Context: an optimization exercise on an open-source flow, tuned for small area and a short achievable clock period. The choices shown serve that exercise and are no tape-out recipe. In this exercise RTL edits were held to simulation tests only and were not proved equivalent to the original. No activity file was given, so power comes from the tool's default toggle rates.

==> flow/design.v (outline; a module is shown in full before it is edited, if it fits) <==
// module fpmul_sa: 988 lines
// module fpmul_sb: 492 lines
// module fpmul_fa: 6 lines
// module fpmul_xnor: 5 lines
// module fpmul_or: 5 lines
// module fpmul_sc: 9 lines
// module fpmul_pipe: 27 lines
module fpmul_pipe (clk, oprA, oprB, Result);
  // ...
==> flow/flow/run.sh <==
#!/bin/bash
# The standard layout, except that the port buffers are buf_8 cells rather than the
# clkdlybuf4s50_1 delay cells buffer_ports picks by default.
set -euo pipefail
export BUFFER_PORTS_ARGS="-buffer_cell sky130_fd_sc_hd__buf_8"
bash standard.sh finish > orfs_flow.log 2>&1
==> flow/standard.sh <==
#!/bin/bash
# synth_recipe.tcl (not shown) runs the flow's synth.tcl, then flattens the netlist and writes it again
# the make line also repeats each setting of config.mk as NAME=value (left out here)
make -C /OpenROAD-flow-scripts/flow DESIGN_CONFIG=/design/flow/config.mk WORK_HOME=/design/flow/orfs CLKGATE_MAP_FILE= SYNTH_SCRIPT=/design/flow/synth_recipe.tcl "${@:-finish}"
==> flow/config.mk <==
export PLATFORM = sky130hd
export DESIGN_NAME = fpmul_pipe
export DESIGN_NICKNAME = fpmul_pipe
export VERILOG_FILES = /design/flow/design.v
export SDC_FILE = /design/flow/constraint.sdc
export NUM_CORES = 4
export LEC_CHECK = 0
export CAP_MARGIN = 20
export CORE_MARGIN = 2
export CORE_UTILIZATION = 40
export SETUP_SLACK_MARGIN = 5
export SLEW_MARGIN = 20
export SYNTH_HIERARCHICAL = 1
export SYNTH_MINIMUM_KEEP_SIZE = 0
==> flow/constraint.sdc <==
create_clock -name core_clock -period 9.5 [get_ports {clk}]
set_input_delay 1.9000 -clock core_clock [delete_from_list [all_inputs] [get_ports {clk}]]
set_output_delay 1.9000 -clock core_clock [all_outputs]
set_load 0.01 [all_outputs]
==> results.toml, run 1 <==
[sta]
hold_viol = 0
whs_ns = 0.3240
min_period_ns = 4.443
max-slew-margin-rel_pct = 25.93
setup_viol_count_final = 0
fmax_mhz = 225.1

[synthesis]
syn_inst = 1869
synth_top_family_by_area = "adder cells"
synth_ff_type = "dfxtp_1"
synth-seq-area-share_pct = 17.90
synth.top_cells.by_count = "xnor2_1 (360), fa_1 (258), a22oi_1 (224)"
netlist.top_cell.by_area = "fa_1"
ys_types = 66

[status]
status = "complete, no violations"

[global_routing]
grt_usage_pct = 22.09
use_met1_pct = 28.70
busiest_layer = "met2"

[route]
met1_length_um = 22360
drt_wl_total_um = 53870
vias = 13072

[finish]
nFillCells = 4446
sh_seq_area_pct = 16.72
final_common_cell = "xnor2_1"
flops_and_latches = 173

[power]
fin_total_pwr_uw = 8159
swShare_pct = 46.05

[clocking]
ctsHoldBuffers = 0

[worst_hold_path]
holdPathStages = 0
hold_path_startpoint = "e1_q[3]$_DFF_P_"

[place]
hpwlAfterDp_um = 36160

[run]
drv_cap = 0

[floorplanning]
dieArea_um2 = 50150

[critical_path]
cp_slowest_cell = "fa_1"
==> inputs of run 2 (changes only) <==
==> flow/flow/run.sh (replaced) <==
#!/bin/bash
# The standard layout, except that the port buffers are buf_1 cells rather than the
# clkdlybuf4s50_1 delay cells buffer_ports picks by default.
set -euo pipefail
export BUFFER_PORTS_ARGS="-buffer_cell sky130_fd_sc_hd__buf_1"
bash standard.sh finish > orfs_flow.log 2>&1
==> results.toml, run 2 <==
[place]
post-place-cells = 2315
numPortBuffers = 96
post_dp_cell_area_um2 = 19110
hpwlAfterDp_um = 35710
place_congestion = 0.8340

[synthesis]
synth_ff_type = "dfxtp_1"
yosysMostFrequentCell = "xnor2_1"
synth_area_um2 = 19350
synth.top_cell.area_share_pct = 26.69
avgSynthCellArea_um2 = 10.35
ys_types = 66
yosysWarnings = 7
synth-edff-count = 0
synth.top_cells.by_count = "xnor2_1 (360), fa_1 (258), a22oi_1 (224)"
synth-seq-area-share_pct = 17.90
synthTopCellsByArea = "fa_1 (27%), dfxtp_1 (18%), xnor2_1 (16%), a22oi_1 (8.7%), buf_4 (6.7%)"
syn_inst = 1869
ys_ff_latch = 173
netlist.top_cell.by_area = "fa_1"
synthArstFlopShare_pct = 0

[global_routing]
grt_usage_pct = 21.82
grt_max_degree = 30
grt_pass1_wl_um = 83170
grt_pass1_vias = 14205
antenna_found_initial = 1
grt_overflow = 0

[critical_path]
worst_ep_required_time_ns = 9.86
critPathBufInv = 2
crit_top_cell = "fa_1"
path_max_fanout = 25
cp_top_family = "adder cells"
max_stage_delay_ns = 0.50
crit_arrival_ns = 4.79
crit_type = "in2reg"
cp_cell_sequence = "buf_2 > nor2b_4 > inv_4 > xnor2_1 > fa_1 > fa_1 > fa_2 > fa_1"
start_kind = "input pin"
critPathCaptureType = "flop"
cp_slowest_cell = "fa_1"

[sta]
whs_ns = 0.3232
period_share_pct = 46.65
skew_ns = 0.01194
hold_viol = 0
fmax_mhz = 225.6
tightest_slew_ns = 0.8632
rsz0062_at_grt = "true"
setup_viol_count_final = 0
max-slew-margin-rel_pct = 42.45
setup_tns_ns = 0
min_period_ns = 4.432
report.final.slew_viol_count = 0

[clocking]
ctsHoldBuffers = 0
clk_latency_ns = 0.48
htree_levels = 4
clockBufferDepth = 2
clk_pin_slew_ns = 0.07
cts_tree = "built"
cts_buffers = 17
root_buffer = "clkbuf_16"
cts.sinks = 173

[finish]
fin_area_um2 = 20000
syn2layout_area_growth_pct = 3.375
most-common-layout-cells = "xnor2_1 (353), fa_1 (243), a22oi_1 (219), dfxtp_1 (172), buf_1 (80)"
largest_reg_flops = 130
regMostFlops = "r1_q"
fin_nets = 2128
antennaDiodeCount = 0
reg.largest.list = "r1_q x130, p2_q x25"
drive_above_1_share_pct = 12.39
final_common_cell = "xnor2_1"
stdcell_count = 2358

[route]
first_pass_iters = 5
vias = 13202
wire_per_inst_um = 22.46
vias_per_cell = 5.599
drc = 0
drt_iter0_drc = 1024
antenna_left = 0
drt_wl_total_um = 52950

[power]
fin_total_pwr_uw = 8010
pwr-share-clk_pct = 9.3
swShare_pct = 47.01
combPwrFrac_pct = 72.9
p_int_uw = 4244
p_seq_share_pct = 17.8
ir_worst_vdd_uv = 318.6
leakage_uw = 0.007139
p_sw_uw = 3765
p_per_area_nw_per_um2 = 400.4

[floorplanning]
die_y_um = 223.9
start_util_pct = 40.53
die_w_um = 223.9
io_pins = 97
dieArea_um2 = 50150
core_um2 = 47750
placementRows = 80

[status]
status = "complete, no violations"

[worst_hold_path]
hp-class = "reg2reg"

[run]
drv_cap = 0
## run 2: area by class of cell
class	count	area [µm²]
Inverter	54	235.2
Clock buffer	23	467.9
Multi-Input combinational cell	1341	14130
Tap cell	615	769.5
Sequential cell	173	3465
Clock inverter	9	135.1
Timing Repair Buffer	143	797.0
Fill cell	4546	27740
## run 2: final timing paths
path	cells past startpoint	slack [ns]	startpoint	end
worst max-delay path	8	5.07	oprB[11]	r1_q[97]$_DFF_P_
worst min-delay path	0	0.32	e1_q[0]$_DFF_P_	e2_q[0]$_DFF_P_
worst max register to register	10	5.33	r1_q[48]$_DFF_P_	p2_q[18]$_DFF_P_
worst min register to register	0	0.32	e1_q[0]$_DFF_P_	e2_q[0]$_DFF_P_
## run 2: power by group through the flow
stage	sequential, µW	clock, µW	combinational [µW]
6_report	1430	745	5840
5_1_grt	1470	792	6520
4_1_cts	1430	762	5880
3_5_place_dp	1450	0	5810
3_3_place_gp	1440	0	5690
2_1_floorplan	1370	0	6250
## run 2: cells by family (layout without fill, tap and decap cells)
family	after synthesis	after routing	synth area share [%]
AO/OA/AOI/OAI	365	366	14.17
AND/OR/NAND/NOR	202	202	5.677
adder cells (fa/ha/maj)	334	334	31.60
multiplexers	25	25	1.448
flip-flops	173	173	17.90
other	1	12	0.01938
buffers and inverters	367	229	10.99
XOR/XNOR	402	402	18.20
## run 2: metrics by stage
step | utilization [%] | setup slack [ns]
3_5_place_dp | 40.03 | 3.624
5_1_grt | 41.89 | 4.975
6_report | 41.89 | 5.068
4_1_cts | 41.79 | 5.002
3_3_place_gp | 40.03 | 3.698
2_1_floorplan | - | 4.932
## run 2: what timing repair did
item,CTS,global route
buffers inserted,10,0
gates cloned,1,0
gates resized for setup,37,14
pin swaps,4,0
setup endpoints to repair,108,13
## run 2: layer usage
layer / global-route usage, % / vias to the layer above / share of wire [%]
met2: 35.84 / 532 / 48
met5: 0 / - / 0.021
li1: - / 5791 / -
met1: 28.51 / 6785 / 42
met4: 9.591 / 2 / 3.2
met3: 3.384 / 92 / 6.7
## run 2: modules after synthesis (local to each module, per instance)
module      flops+latches  cell area (µm²)
fpmul_pipe            173             3463
fpmul_or                0            6.256
fpmul_sc                0            414.1
fpmul_sb                0             1739
fpmul_xnor              0            8.758
fpmul_fa                0            20.02
fpmul_sa                0             7548
==> inputs of run 3 (changes only) <==
==> flow/flow/run.sh (replaced) <==
#!/bin/bash
# The standard layout, except that the port buffers are buf_2 cells rather than the
# clkdlybuf4s50_1 delay cells buffer_ports picks by default.
set -euo pipefail
export BUFFER_PORTS_ARGS="-buffer_cell sky130_fd_sc_hd__buf_2"
bash standard.sh finish > orfs_flow.log 2>&1
--- a/flow/config.mk
+++ b/flow/config.mk
@@ -12,3 +12,4 @@
 export SLEW_MARGIN = 20
 export SYNTH_HIERARCHICAL = 1
 export SYNTH_MINIMUM_KEEP_SIZE = 0
+export TNS_END_PERCENT = 0
==> results.toml, run 3 <==
[status]
status = "complete, no violations"

[global_routing]
grt_overflow = 0
grt_usage_pct = 21.44
grt_pass1_wl_um = 80780
grt_max_degree = 30
antenna_found_initial = 0
grt_pass1_vias = 13647

[critical_path]
start_kind = "input pin"
critPathBufInv = 1
crit_type = "in2reg"
max_stage_delay_ns = 0.62
crit_arrival_ns = 4.92
worst_ep_required_time_ns = 9.87
cp_top_family = "adder cells"
reg2reg_depth = 10
reg2reg_from = "r1_q[48]$_DFF_P_"
cp_slowest_cell = "nand2b_2"
path_max_fanout = 25
r2r_setup_slack_ns = 5.56
cp_cell_sequence = "buf_2 > nand2b_2 > nor2_1 > a21oi_1 > fa_1 > fa_1 > fa_1 > or2_1"
critPathLaunch = "oprB[0]"
critPathCaptureType = "flop"
crit_top_cell = "fa_1"
r2r_end = "p2_q[18]$_DFF_P_"

[sta]
min_period_ns = 4.547
hold_viol = 0
report.final.slew_viol_count = 0
skew_ns = 0.01284
setup_tns_ns = 0
setup_viol_count_final = 0
max-slew-margin-rel_pct = 46.96
period_share_pct = 47.86
tightest_slew_ns = 0.7956
rsz0062_at_grt = "true"
fmax_mhz = 219.9

[route]
antenna_left = 0
first_pass_iters = 6
drt_wl_total_um = 52390
drt_iter0_drc = 1308
vias_per_cell = 5.621
wire_per_inst_um = 22.43
drc = 0
vias = 13130

[clocking]
clk_latency_ns = 0.48
htree_levels = 4
cts_buffers = 17
clockBufferDepth = 2
root_buffer = "clkbuf_16"
cts.sinks = 173
clk_pin_slew_ns = 0.07
cts_tree = "built"

[synthesis]
ys_ff_latch = 173
yosysWarnings = 7
synthTopCellsByArea = "fa_1 (27%), dfxtp_1 (18%), xnor2_1 (16%), a22oi_1 (8.7%), buf_4 (6.7%)"
synth.top_cell.area_share_pct = 26.69
avgSynthCellArea_um2 = 10.35
synth.top_cells.by_count = "xnor2_1 (360), fa_1 (258), a22oi_1 (224)"
synth_ff_type = "dfxtp_1"
synthArstFlopShare_pct = 0
yosysMostFrequentCell = "xnor2_1"
netlist.top_cell.by_area = "fa_1"
synth-edff-count = 0
synth_area_um2 = 19350
synth-seq-area-share_pct = 17.90
syn_inst = 1869
ys_types = 66

[place]
place_congestion = 0.8788
numPortBuffers = 96
hpwlAfterDp_um = 36030

[run]
drv_cap = 0

[finish]
syn2layout_area_growth_pct = 2.548
antennaDiodeCount = 0
regMostFlops = "r1_q"
drive_above_1_share_pct = 15.11
nFillCells = 4517
reg.largest.list = "r1_q x130, p2_q x25"
fin_nets = 2106
most-common-layout-cells = "xnor2_1 (355), fa_1 (253), a22oi_1 (219), dfxtp_1 (173), buf_2 (96)"
largest_reg_flops = 130
final_common_cell = "xnor2_1"

[worst_hold_path]
holdPathStages = 0
hold_path_startpoint = "e1_q[5]$_DFF_P_"
min_to = "e2_q[5]$_DFF_P_"
hp-class = "reg2reg"

[floorplanning]
core_um2 = 47750
placementRows = 80
start_util_pct = 40.53
die_w_um = 223.9
io_pins = 97
dieArea_um2 = 50150
die_y_um = 223.9

[power]
p_per_area_nw_per_um2 = 398.9
leakage_uw = 0.007246
fin_total_pwr_uw = 7916
ir_worst_vdd_uv = 242.4
==> run 3: cell counts after synthesis <==
Identical to the previous run, type by type.
==> run 3: worst register-to-register path, cell delays in order (launching register included) <==
cell	delay [ns]
dfxtp_1	0.37
fa_1	0.48
fa_1	0.48
ha_1	0.35
nand4_1	0.18
o2111a_1	0.29
o31ai_1	0.67
o2bb2ai_1	0.35
o21ai_1	0.19
and4b_1	0.24
a311oi_1	0.23
==> run 3: power breakdown <==
part	internal (µW)	switching (µW)	total [µW]	leakage, µW
Combinational	2630	3130	5760	0.00547
Sequential	1200	183	1380	0.00146
Clock	453	322	775	0.000315
==> run 3: how the worst max path moves through the flow <==
stage,end,slack [ns],cells after the start
global placement,r1_q[72]$_DFF_P_,3.89,10
floorplan,r1_q[97]$_DFF_P_,4.90,10
detailed placement,r1_q[72]$_DFF_P_,3.87,10
CTS,r1_q[45]$_DFF_P_,4.96,9
finish,r1_q[24]$_DFF_P_,4.95,8
global route,r1_q[72]$_DFF_P_,4.91,11
==> run 3: cell type report <==
type / instances / area [µm²] / area share [%]
multi-input cells: 1341 / 14010 / 70.61
flip-flops and latches: 173 / 3463 / 17.45
well taps: 615 / 769.5 / 3.878
repair buffers: 121 / 726.9 / 3.664
clock buffers: 19 / 442.9 / 2.232
inverters: 54 / 227.7 / 1.148
clock inverters: 13 / 201.4 / 1.015
==> run 3: cells by family (layout without fill, tap and decap cells) <==
| kind of cell | count (synthesis) | count (layout) | synth area share (%) |
|---|---|---|---|
| XOR/XNOR | 402 | 402 | 18.20 |
| buffers and inverters | 367 | 207 | 10.99 |
| AO/OA/AOI/OAI | 365 | 366 | 14.17 |
| adder cells (fa/ha/maj) | 334 | 334 | 31.60 |
| AND/OR/NAND/NOR | 202 | 202 | 5.677 |
| flip-flops | 173 | 173 | 17.90 |
| multiplexers | 25 | 25 | 1.448 |
| other | 1 | 12 | 0.01938 |
==> run 3: repair_timing <==
item,4_1_cts,5_1_grt
cloned,1,0
pin swaps,2,0
setup endpoints to repair,90,33
setup buffers,6,0
resized for setup,19,16
hold buffers,0,0
==> run 3: Yosys stat by module, one instance, submodules excluded <==
module      times used  cells inside  flip-flops and latches
fpmul_sa             1          1032                       0
fpmul_pipe           1           173                     173
fpmul_sb             1           225                       0
fpmul_sc             1            42                       0
fpmul_fa           256             1                       0
fpmul_xnor          71             1                       0
fpmul_or            70             1                       0
==> run 3: per-stage QoR <==
stage	setup WS, ns	hold slack [ns]	utilization (%)	area [µm²]	std cells
final	4.953	0.3272	41.56	19840	2336
after global routing	4.909	0.3331	41.56	19840	2336
after CTS	4.961	0.3283	41.46	19800	2336
after detailed placement	3.872	0.3121	39.82	19010	2297
after global placement	3.885	0.3105	39.82	19010	2297
after floorplan	4.903	0.3096	-	19690	1880
==> run 3: per-layer routing <==
metal | wire length (µm) | vias up | global-route usage [%]
met1 | 23400 | 6633 | 30.30
li1 | - | 5749 | -
met2 | 23010 | 684 | 32.28
met3 | 4967 | 64 | 5.181
met5 | 0 | - | 0
met4 | 1009 | 0 | 6.753
==> inputs of run 4 (changes only) <==
--- a/flow/config.mk
+++ b/flow/config.mk
@@ -12,4 +12,3 @@
 export SLEW_MARGIN = 20
 export SYNTH_HIERARCHICAL = 1
 export SYNTH_MINIMUM_KEEP_SIZE = 0
-export TNS_END_PERCENT = 0
==> results.toml, run 4 <==
[place]
hpwlAfterDp_um = 35970
post-place-cells = 2297
place_congestion = 0.8341
numPortBuffers = 96

[finish]
final_common_cell = "xnor2_1"
syn2layout_area_growth_pct = 3.156
drive_above_1_share_pct = 16.16
fin_nets = 2113
largest_reg_flops = 130
most-common-layout-cells = "xnor2_1 (354), fa_1 (243), a22oi_1 (219), dfxtp_1 (172), buf_2 (95)"
regMostFlops = "r1_q"
antennaDiodeCount = 0
stdcell_count = 2342
final_util_pct = 41.81
reg.largest.list = "r1_q x130, p2_q x25"

[synthesis]
ys_types = 66
ys_ff_latch = 173
synthArstFlopShare_pct = 0
synthTopCellsByArea = "fa_1 (27%), dfxtp_1 (18%), xnor2_1 (16%), a22oi_1 (8.7%), buf_4 (6.7%)"
avgSynthCellArea_um2 = 10.35
yosysMostFrequentCell = "xnor2_1"
synth_ff_type = "dfxtp_1"
synth_area_um2 = 19350
synth.top_cells.by_count = "xnor2_1 (360), fa_1 (258), a22oi_1 (224)"
yosysWarnings = 7
syn_inst = 1869
synth.top_cell.area_share_pct = 26.69
netlist.top_cell.by_area = "fa_1"
synth-edff-count = 0
synth-seq-area-share_pct = 17.90

[route]
antenna_left = 0
drt_iter0_drc = 989
vias_per_cell = 5.592
drt_wl_total_um = 52750
wire_per_inst_um = 22.52
drc = 0
first_pass_iters = 5
vias = 13097

[power]
ir_worst_vdd_uv = 390.1
leakage_uw = 0.007277
p_per_area_nw_per_um2 = 401.9

[clocking]
cts_buffers = 17
cts_tree = "built"
root_buffer = "clkbuf_16"
clk_latency_ns = 0.50
clockBufferDepth = 2
ctsHoldBuffers = 0
cts.sinks = 173
clk_pin_slew_ns = 0.07
htree_levels = 4

[critical_path]
crit_type = "in2reg"
r2r_setup_slack_ns = 5.30
start_kind = "input pin"
crit_arrival_ns = 4.83
path_max_fanout = 24
critPathCaptureType = "flop"
worst_ep_required_time_ns = 9.88

[floorplanning]
core_um2 = 47750
dieArea_um2 = 50150
io_pins = 97
die_w_um = 223.9
die_y_um = 223.9
placementRows = 80
start_util_pct = 40.53

[global_routing]
grt_pass1_vias = 13876
busiest_layer = "met2"
gr-usage-met3_pct = 4.722
antenna_found_initial = 1
grt_overflow = 0
grt_usage_pct = 21.84
grt_pass1_wl_um = 82510
use_met1_pct = 28.08
met2_usage_pct = 35.76
grt_max_degree = 30

[run]
drv_cap = 0

[sta]
whs_ns = 0.3271
rsz0062_at_grt = "false"
setup_viol_count_final = 0
skew_ns = 0.01258
report.final.slew_viol_count = 0
min_period_ns = 4.447
max-slew-margin-rel_pct = 42.00
setup_tns_ns = 0
period_share_pct = 46.81
hold_viol = 0
tightest_slew_ns = 0.8699
fmax_mhz = 224.9

[worst_hold_path]
hp-class = "reg2reg"

[status]
status = "complete, no violations"
[run 4: cell types whose count changed in the layout (fill, tap and decap cells not counted), moves of 4 or more]
cell,previous run,this run
buf_6,2,6
fa_1,253,243
o21ai_4,0,4
buf_4,18,24
clkinvlp_4,0,4
fa_2,5,15
clkinv_4,4,0
[run 4: path summary, 6_finish.rpt]
path               startpoint                end  cells after the start
max                  oprB[13]  r1_q[103]$_DFF_P_                      9
min           e1_q[6]$_DFF_P_    e2_q[6]$_DFF_P_                      0
max reg2reg  r1_q[44]$_DFF_P_   p2_q[18]$_DFF_P_                     11
min reg2reg   e1_q[6]$_DFF_P_    e2_q[6]$_DFF_P_                      0
[run 4: through the flow]
stage | worst slack [ns] | total power [µW] | cell area (µm²)
after floorplan | 4.932 | 7612 | 19830
after global placement | 3.787 | 7150 | 19090
after detailed placement | 3.738 | 7266 | 19090
after CTS | 5.023 | 8086 | 19830
after global routing | 5.001 | 8838 | 19960
final | 5.053 | 8021 | 19960
[run 4: cells by family after synthesis]
| logic type | share of synthesized area (%) |
|---|---|
| muxes | 1.448 |
| xor gates and xnor gates | 18.20 |
| DFF | 17.90 |
| and+or+nand+nor | 5.677 |
| adders and majority gates | 31.60 |
| AOI/OAI and AO/OA | 14.17 |
| buffers and inverters | 10.99 |
| other | 0.01938 |
[run 4: where the power goes]
group	switching (µW)	internal, µW
Combinational	3220	2630
Clock	315	424
Sequential	226	1200
Total	3760	4260
[run 4: area by class of cell]
type | count | area, µm²
Clock inverter | 10 | 138.9
Fill cell | 4491 | 27790
Timing Repair Buffer | 128 | 783.3
Multi-Input combinational cell | 1341 | 14110
Clock buffer | 21 | 460.4
Sequential cell | 173 | 3465
Tap cell | 615 | 769.5
Inverter | 54 | 230.2
[run 4: timing repair]
action / 4_1_cts / 5_1_grt
setup endpoints to repair: 91 / 26
pin swaps: 2 / 4
cloned: 1 / 0
hold endpoints to repair: 0 / 0
buffers inserted: 4 / 9
gates resized for setup: 23 / 9
[run 4: worst max-delay path, stage by stage]
cell	delay, ns
buf_2	0.15
ha_4	0.17
nor2b_2	0.29
inv_4	0.28
xnor2_1	0.23
fa_1	0.59
fa_1	0.46
fa_1	0.50
or2_1	0.25
[run 4: per-module statistics from Yosys (local to each module, per instance)]
module | flip-flops and latches | times used
fpmul_sa | 0 | 1
fpmul_pipe | 173 | 1
fpmul_sb | 0 | 1
fpmul_sc | 0 | 1
fpmul_fa | 0 | 256
fpmul_xnor | 0 | 71
fpmul_or | 0 | 70
[run 4: layer usage]
metal	share of wire [%]	up-vias
met5	0.030	-
met4	3.1	2
met2	48	546
li1	-	5761
met1	42	6678
met3	6.8	110

## static timing again, ports no longer ideal
The results above use ideal ports. As a check the final layouts listed here were re-extracted and re-timed, cells and wires unchanged.
Step 1: set_driving_cell puts a clkbuf_16 on clk and a buf_2 on each other input, an assumption about the parent block.
Step 2 also shifts input and output timing later by t, the mid clock arrival at the registers, as if the neighbouring blocks saw the same clock.
Slacks: ideal / step 1 / step 2; pairs: ideal / step 1.
| run | t (ns) | setup WS [ns] | clock arrival spread, ns | pins driven straight from the clock port |
|---|---|---|---|---|
| run 1 | 0.523 | 5.057 / 5.074 / 4.551 | 0.022 / 0.022 | 1 |
| run 2 | 0.522 | 5.068 / 5.098 / 4.577 | 0.017 / 0.017 | 1 |
| run 3 | 0.526 | 4.953 / 4.968 / 4.443 | 0.016 / 0.017 | 1 |
| run 4 | 0.546 | 5.053 / 5.051 / 4.506 | 0.018 / 0.019 | 1 |
After both steps every run listed still meets setup and hold. For run 4, which loses most, drivers alone change the setup slack by -0.002 ns; drivers and shift together by -0.547 ns.
